This is an optimization exercise on Yosys and OpenROAD, whose aim is small area, not a production implementation.
Only simulation tests tie the RTL to the original design; equivalence was not proved.

<file path="flow/run.sh">
#!/bin/bash
# synth_recipe.tcl (not shown) runs the flow's synth.tcl, then flattens the netlist and writes it again
# the make line also repeats each setting of config.mk as NAME=value (left out here)
make -C /OpenROAD-flow-scripts/flow DESIGN_CONFIG=/design/flow/config.mk WORK_HOME=/design/flow/orfs CLKGATE_MAP_FILE= SYNTH_SCRIPT=/design/flow/synth_recipe.tcl finish
</file>
<file path="flow/config.mk">
export PLATFORM = sky130hd
export DESIGN_NAME = RandomNumberGenerator
export DESIGN_NICKNAME = RandomNumberGenerator
export VERILOG_FILES = /design/flow/design.v
export SDC_FILE = /design/flow/constraint.sdc
export NUM_CORES = 4
export LEC_CHECK = 0
export CAP_MARGIN = 20
export CORE_MARGIN = 2
export CORE_UTILIZATION = 40
export SLEW_MARGIN = 20
</file>
<file path="flow/constraint.sdc">
create_clock -name core_clock -period 10.0 [get_ports {clk}]
set_input_delay 2.0000 -clock core_clock [delete_from_list [all_inputs] [get_ports {clk}]]
set_output_delay 2.0000 -clock core_clock [all_outputs]
set_load 0.01 [all_outputs]
</file>
<file path="flow/design.v">
module RandomNumberGenerator(clk, rst, load, key_x, seed_r, seed_g, seed_b, Rout, Gout, Bout, Key_ready);
    input wire clk;
    input wire rst;
    input wire load;                  
    input wire [15:0] key_x;          
    input wire [15:0] seed_r;         
    input wire [15:0] seed_g;
    input wire [15:0] seed_b;
    output reg [7:0] Rout;
    output reg [7:0] Gout;
    output reg [7:0] Bout;
    output reg Key_ready;
    wire Rout_bit;
    wire Gout_bit;
    wire Bout_bit;
    reg[15:0] Rlfsr;
    reg[15:0] Glfsr;
    reg[15:0] Blfsr;
    reg [2:0] bit_count;
    wire Rfeedback_lfsr;
    wire Gfeedback_lfsr;
    wire Bfeedback_lfsr;
    wire Rout_lfsr;
    wire Gout_lfsr;
    wire Bout_lfsr;
    reg signed [15:0] x; 
    reg signed [31:0] x_square; 
    reg signed [31:0] x_mult;  
    reg signed [15:0] x_next;
    wire out_chaotic;
    assign Rfeedback_lfsr = Rlfsr[15] ^ Rlfsr[13] ^ Rlfsr[12] ^ Rlfsr[10]; 
    assign Gfeedback_lfsr = Glfsr[15] ^ Glfsr[13] ^ Glfsr[12] ^ Glfsr[10]; 
    assign Bfeedback_lfsr = Blfsr[15] ^ Blfsr[13] ^ Blfsr[12] ^ Blfsr[10]; 
    assign Rout_lfsr = Rlfsr[15];
    assign Gout_lfsr = Glfsr[15];
    assign Bout_lfsr = Blfsr[15];
    assign out_chaotic = x_next[15];
    assign Rout_bit = Rout_lfsr ^ out_chaotic;
    assign Gout_bit = Gout_lfsr ^ out_chaotic;
    assign Bout_bit = Bout_lfsr ^ out_chaotic;
    always @(posedge clk or posedge rst) begin
        if (rst) begin
            Rlfsr <= 16'b0000000000000001;
            Glfsr <= 16'b0000000000000010;
            Blfsr <= 16'b0000000000000011;
            x <= 16'sh7EF0;                          
            Rout <= 8'b0;
            Gout <= 8'b0;
            Bout <= 8'b0;
            Key_ready <= 0;
            bit_count <=0;
            x_square <= 0;
            x_next <= 0;
            x_mult <= 0;
        end
        else if (load) begin
            Rlfsr <= seed_r;
            Glfsr <= seed_g;
            Blfsr <= seed_b;
            x <= key_x;
            Rout <= 8'b0;
            Gout <= 8'b0;
            Bout <= 8'b0;
            Key_ready <= 0;
            bit_count <=0;
            x_square <= 0;
            x_next <= 0;
            x_mult <= 0;
        end
        else begin
            Rlfsr <= {Rlfsr[14:0], Rfeedback_lfsr};
            Glfsr <= {Glfsr[14:0], Gfeedback_lfsr};
            Blfsr <= {Blfsr[14:0], Bfeedback_lfsr};
            Rout <= {Rout[6:0], Rout_bit};
            Gout <= {Gout[6:0], Gout_bit};
            Bout <= {Bout[6:0], Bout_bit};
            if (bit_count == 3'd7) begin
                Key_ready <= 1;   
                bit_count <= 0;
            end 
            else begin
                Key_ready <= 0;
                bit_count <= bit_count + 1;
            end
            x_square <= x * x;                        
            x_mult <= x_square <<< 1;                 
            x_next <= 16'sh7FFF - x_mult[30:15];      
            x <= x_next;
        end
    end
endmodule
</file>
==> summary.txt <==
[flip-flops by register name, indices dropped and copies added, names as in the netlist, 16 cells and up]
| name | count |
|---|---|
| Blfsr | 16 |
| Glfsr | 16 |
| Rlfsr | 16 |
| x | 16 |
| x_mult | 16 |
| x_next | 16 |
| x_square | 16 |
[routing by layer]
metal  vias up  routed length, um  GRT usage
met1      3995              11900      0.233
met2       171              12900      0.282
met4         0                613     0.0524
met5         -                  0          0
li1       3731                  -          -
met3        43               1450     0.0395
[cells by family (layout without fill, tap and decap cells)]
group	count (synthesis)	in the layout	synth area share
buffers and inverters	351	439	0.101
other	0	1	0
flip-flops	140	140	0.269
XOR/XNOR	40	40	0.0268
AND/OR/NAND/NOR	260	260	0.0961
adder cells (fa/ha/maj)	308	308	0.423
AO/OA/AOI/OAI	53	53	0.0283
multiplexers	65	65	0.0560
[through the flow]
stage                     utilization  area, um2  setup slack, ns  std cells
final                           0.463      15000             3.19       1748
after global routing            0.463      15000             2.84       1747
after CTS                       0.463      15000             3.14       1747
after detailed placement        0.445      14400             3.20       1715
after global placement          0.445      14400             3.34       1715
after floorplan                     -      13100             3.92       1217
[layout make-up]
class,instances,area (um2),area share
Tap cell,442,553,0.0369
Multi-Input combinational cell,726,8240,0.549
Timing Repair Buffer,93,923,0.0616
Clock buffer,19,443,0.0295
Inverter,314,1180,0.0789
Clock inverter,13,136,0.00909
Sequential cell,140,3520,0.235
Antenna cell,1,2.50,0.000167
[worst paths after layout]
| path | to | cells after the start | slack [ns] | from |
|---|---|---|---|---|
| min in group asynchronous | Glfsr[10] | 2 | 2.03 | rst |
| max reg2reg | x_square[28] | 17 | 3.19 | x[15] |
| max in group asynchronous | Rlfsr[14] | 3 | 6.60 | rst |
| min | x_next[2] | 1 | 0.39 | x_mult[17] |
| max | x_square[28] | 17 | 3.19 | x[15] |
| min reg2reg | x_next[2] | 1 | 0.39 | x_mult[17] |
[placed cells by master (no fill, tap or decap), types with 4 or more instances in the layout]
cell type        Yosys  final
o21ai_0             12     12
ha_1                85     85
xor2_1               6      6
xnor2_1             34     34
nor2_1              66     66
inv_1              313    312
nand2_1             79     79
clkbuf_16            0     17
dfstp_2             14     14
and2_1              36     36
mux2_2              64     64
dfrtp_1            126    126
nor3_1              12     12
a21oi_1             14     14
fa_1               223    223
nor2b_1             45     45
clkdlybuf4s50_1      0     90
nand2b_1             6      6
a21o_1               7      7
nand4_1              4      4
clkinv_4             0      5
==> impl_metrics.tcl <==
set metrics [dict create \
    clockBufferDepth 2 \
    final_nets 1667 \
    routed_wl_mm 26.9 \
    synthArstFlopShare 1.00 \
    crit_type "flip-flop to flip-flop" \
    synthTopCellsByCount "inv_1 (313), fa_1 (223), dfrtp_1 (126), ha_1 (85), nand2_1 (79)" \
    grt_setup_unrepaired "false" \
    crit_fanout 16 \
    crit_top_cell "fa_1" \
    layout_min_cycle_time_ns 6.81 \
    cp.required_ns 10.29 \
    start_util 0.404 \
    final_antenna_net_count 0 \
    gp_congestion 0.835 \
    synthCells 1217 \
    path_cells "inv_1 -> nor2_1 -> fa_1 -> inv_1 -> fa_1 -> inv_1 -> fa_1 -> fa_1 -> fa_1 -> fa_1 -> ha_1 -> and3_1 -> a22o_1 -> a21oi_2 -> a211oi_4 -> o41ai_2 -> mux2_1" \
    max_freq_ghz 0.147 \
    fillers 3057 \
    tns_ns 0 \
    core_area_um2 32400 \
    via_per_inst 4.54 \
    finalMaxSlewViolations 0 \
    cp_top_family "adder cells" \
    port_buffers 91 \
    yosys.area.top_type "fa_1" \
    critPathMaxStageDelay_ns 0.76 \
    syn_area_um2 13100 \
    cap_violations 0 \
    synthTopCellsByArea "fa_1 (34%), dfrtp_1 (24%), inv_1 (9.0%)" \
    die_h_um 185 \
    cts-resized-gates 0 \
    cts_max_level 4 \
    synth-main-ff-cell "dfrtp_1" \
    timing.critical_path.buf_inv 3 \
    grt-ovfl-total 0 \
    rows 66 \
    synth.distinct_cells 43 \
    syn_to_final_growth_pct 14.7 \
    start_kind "flip-flop" \
    slowest_stage "fa_1" \
    synth_area_per_cell_um2 10.7 \
    cts.sinks 140 \
    drtIter0Drc 480 \
    finalSetupViolCount 0 \
    drt_pass1_iterations 4 \
    whs_ns 0.386 \
    drc_errors 0 \
    cts_tree "done" \
    cts_buffers 17 \
    cts_setup_buffers 0 \
    vias 7940 \
    arrival_ns 7.10 \
    yosysWarnings 1 \
    hold_violations 0 \
    cts_root_buf "clkbuf_16" \
    antenna_found_initial 1 \
    wl_per_cell_um 15.4 \
    skew_ns 0.0116 \
    grt_max_degree 79 \
    cts_hold_buf 0 \
    synth.net_count 1592 \
    grt_pass1_wl_mm 45.8 \
    synth_edf_count 0 \
    clock_latency_ns 0.42 \
    drive_above_1_share 0.0927 \
    ys_seq_elements 140 \
    min_period_over_period 0.681 \
    ios 92 \
    status "timing/DRC/antenna clean" \
    fp.dieW_um 185 \
    tightest_slew_ns 0.941 \
    grt_pass1_vias 8893 \
    critPathCaptureType "flip-flop" \
    ys_seq_area_frac 0.269 \
    yosysTopAreaCellShare 0.341 \
    hp-class "flip-flop to flip-flop" \
    path_clk_slew_ns 0.07 \
    maxSlewHeadroom 0.372 \
    dieArea_um2 34100 \
    track_usage 0.174 \
    yosysMostFrequentCell "inv_1" \
    hpwl_mm 21.7 \
]

==> what the ideal ports hide <==
The flow's constraints put no driver on any port. The routed layout listed below was extracted and timed again, unchanged, in two steps.
Step 1 (the two cells are an assumption about what drives the block):
set clk [get_ports {clk}]
set_driving_cell -lib_cell sky130_fd_sc_hd__clkbuf_16 $clk
set_driving_cell -lib_cell sky130_fd_sc_hd__buf_2 [delete_from_list [all_inputs] $clk]
Step 2 moves the port delays by t, midway between the first and last clock arrival at a register: inputs arrive t later, outputs are due t later. That takes back most of the time a late clock gives input paths.
Slacks: ideal / step 1 / step 2; pairs: ideal / step 1.
t (ns): 0.455
slack for setup (ns): 3.192 / 3.192 / 3.192
worst hold slack (ns): 0.386 / 0.386 / 0.386
cell pins on the clock port's net: 1
After both steps setup and hold are still met in this run. For this run, drivers alone change the setup slack by 0.000 ns; drivers and shift together by 0.000 ns.
